From an optimization exercise on the open Yosys and OpenROAD flow, aimed at small area and a short achievable clock period; shortcuts taken in it are not production practice.
Power and IR drop assume default switching activity.

## balance_cntrl
module balance_cntrl
# (parameter fast_sim=1)
(
input clk, rst_n,
input vld, pwr_up, rider_off,
input logic signed [15:0] ptch,
input logic signed [15:0] ptch_rt,
input logic [11:0] steer_pot,
input logic en_steer,
output logic signed [11:0] lft_spd,
output logic signed [11:0] rght_spd,
output logic too_fast
);
export LEC_CHECK = 0
export ABC_AREA = 1
export CAP_MARGIN = 20
export CORE_MARGIN = 2
export CORE_UTILIZATION = 65
export SLEW_MARGIN = 20
create_clock -name core_clock -period 35.0 [get_ports {clk}]
standard.sh (not shown) runs the stock make flow with config.mk's settings and CLKGATE_MAP_FILE= SYNTH_SCRIPT=/design/flow/synth_recipe.tcl, a recipe that flattens the netlist after the stock synthesis.
==> flow/flow/run.sh <==
#!/bin/bash
# Layout flow: the standard synthesis, then an inverter clean-up around the
# full-adder cells (polarity.py) and a re-map of the remaining gates
# (remap.tcl, ABC area script), then the standard layout steps with plain
# buf_1 port buffers and a setup-repair target of MARGIN ns.
set -euo pipefail
MARGIN=8
R=orfs/results/sky130hd/balance_cntrl/base
bash standard.sh  synth > 1_standard_synth.log 2>&1
cp $R/1_2_yosys.v std_1_2_yosys.v
python3 flow/polarity.py std_1_2_yosys.v pol.v > 2_polarity.log 2>&1
export REMAP_IN=pol.v REMAP_OUT=remap.v
export REMAP_LIB=$FLOW_HOME/platforms/sky130hd/lib/sky130_fd_sc_hd__tt_025C_1v80.lib
export REMAP_ABC_SCRIPT=flow/abc.script
export REMAP_DONT_USE="$(sed -n '/DONT_USE_CELLS += /,/^$/p' $FLOW_HOME/platforms/sky130hd/config.mk | grep -o 'sky130_fd_sc_hd__[a-z0-9_]*' | tr '\n' ' ')"
yosys -c flow/remap.tcl > 3_remap.log 2>&1
cp remap.v $R/1_2_yosys.v
rm -f $R/1_synth.odb $R/1_synth.sdc
ARGS=( "BUFFER_PORTS_ARGS=-buffer_cell sky130_fd_sc_hd__buf_1")
if [ "$MARGIN" != "none" ]; then
  ARGS+=("SETUP_SLACK_MARGIN=$MARGIN")
fi
bash standard.sh "${ARGS[@]}" finish > 4_standard_finish.log 2>&1
==> flow/flow/abc.script <==
strash
dc2
dch -f
map -a
strash
dch -f
map -a
topo
buffer -c
upsize -c
dnsize -c
==> flow/flow/remap.tcl <==
# Re-map the random logic around the kept adder cells and flip-flops.
# env: REMAP_IN, REMAP_OUT, REMAP_LIB, REMAP_ABC_SCRIPT, REMAP_DONT_USE
yosys -import
set L $::env(REMAP_LIB)
read_liberty -ignore_miss_func -ignore_buses $L
read_verilog -defer $::env(REMAP_IN)
hierarchy -top balance_cntrl
foreach c {fa_1 fa_2 fa_4 dfrtp_1 dfrtp_2 dfrtp_4 dfxtp_1 conb_1} {
  catch { blackbox sky130_fd_sc_hd__$c }
}
flatten
opt_clean -purge
techmap
opt -fast
set dont_use {}
foreach c $::env(REMAP_DONT_USE) { lappend dont_use -dont_use $c }
abc -script $::env(REMAP_ABC_SCRIPT) -liberty $L {*}$dont_use
opt_clean -purge

stat -liberty $L
write_verilog -noattr -noexpr -nohex -nodec -selected $::env(REMAP_OUT)
Other scripts of this flow, unchanged in this note and not shown: flow/flow/polarity.py
==> next run, changes <==
--- a/flow/flow/run.sh
+++ b/flow/flow/run.sh
@@ -7 +7 @@
-MARGIN=8
+MARGIN=10
Combinational power went up by a quarter to a third.
Cell count went up by a few percent.
Sequential share of layout area went down by 1.0 points.
Synthesized area is unchanged.
Worst setup slack improves by 0.64 ns.
Synthesized cell count is unchanged.
Non-clock buffer count went up by 54.
==> next run, changes <==
--- a/flow/flow/run.sh
+++ b/flow/flow/run.sh
@@ -7 +7 @@
-MARGIN=10
+MARGIN=8
@@ -14 +14 @@
-export REMAP_ABC_SCRIPT=flow/abc.script
+export REMAP_ABC_SCRIPT=$FLOW_HOME/scripts/abc_area.script
removed: flow/flow/abc.script
What happened: Combinational power is lower by 9.2%; global-route usage came out lower by 2.7 points; routed wire length shrinks by 12%.
==> next run, changes <==
--- a/flow/flow/run.sh
+++ b/flow/flow/run.sh
@@ -7 +7 @@
-MARGIN=8
+MARGIN=6
@@ -14 +14 @@
-export REMAP_ABC_SCRIPT=$FLOW_HOME/scripts/abc_area.script
+export REMAP_ABC_SCRIPT=flow/abc.script
==> flow/flow/abc.script (new file) <==
strash
dc2
dch -f
map -a
strash
dch -f
map -a
topo
buffer -c
upsize -c
dnsize -c
=>
- The new run went through all stages and came out clean
- cell area falls by 5.3%
- first-iteration DRC count falls by 35%
- global-route usage is lower by 0.40 points
- worst setup slack gets worse by 1.3 ns
- core utilization came out lower by 2.1 points
- register-to-register slack degrades by 0.34 ns
- clock power rises by 29%
Function was not checked in any run of this note: the RTL went through the layout flow alone.

port drivers added, routing unchanged:
In the flow no input, the clock included, has a driving cell. The finished layouts below were timed again as built, in two steps. Step 1 assumes that a clkbuf_16 drives the clock port and a buf_2 every other input. Step 2, shift: input delay + t, output delay - t, t = (earliest + latest rising clock arrival at the registers) / 2. This alone moves slack from input paths to output paths. Slacks: ideal ports / drivers / drivers and shift; pairs: ideal ports / drivers.
run | shift t [ns] | slack for setup (ns) | clock arrival spread, ns | worst slew at a driven data input, ns | cell pins on the clock port's net
the first run | 0.316 | 8.576 / 8.555 / 8.555 | 0.007 / 0.007 | 0.04 | 1
the second run | 0.315 | 9.214 / 9.191 / 9.191 | 0.007 / 0.007 | 0.05 | 1
the third run | 0.314 | 8.789 / 8.767 / 8.767 | 0.009 / 0.009 | 0.03 | 1
the fourth run | 0.314 | 7.538 / 7.514 / 7.514 | 0.004 / 0.004 | 0.03 | 1
After both steps every run listed still meets setup and hold. For the fourth run, which loses most, drivers alone change the setup slack by -0.024 ns; drivers and shift together by -0.024 ns.
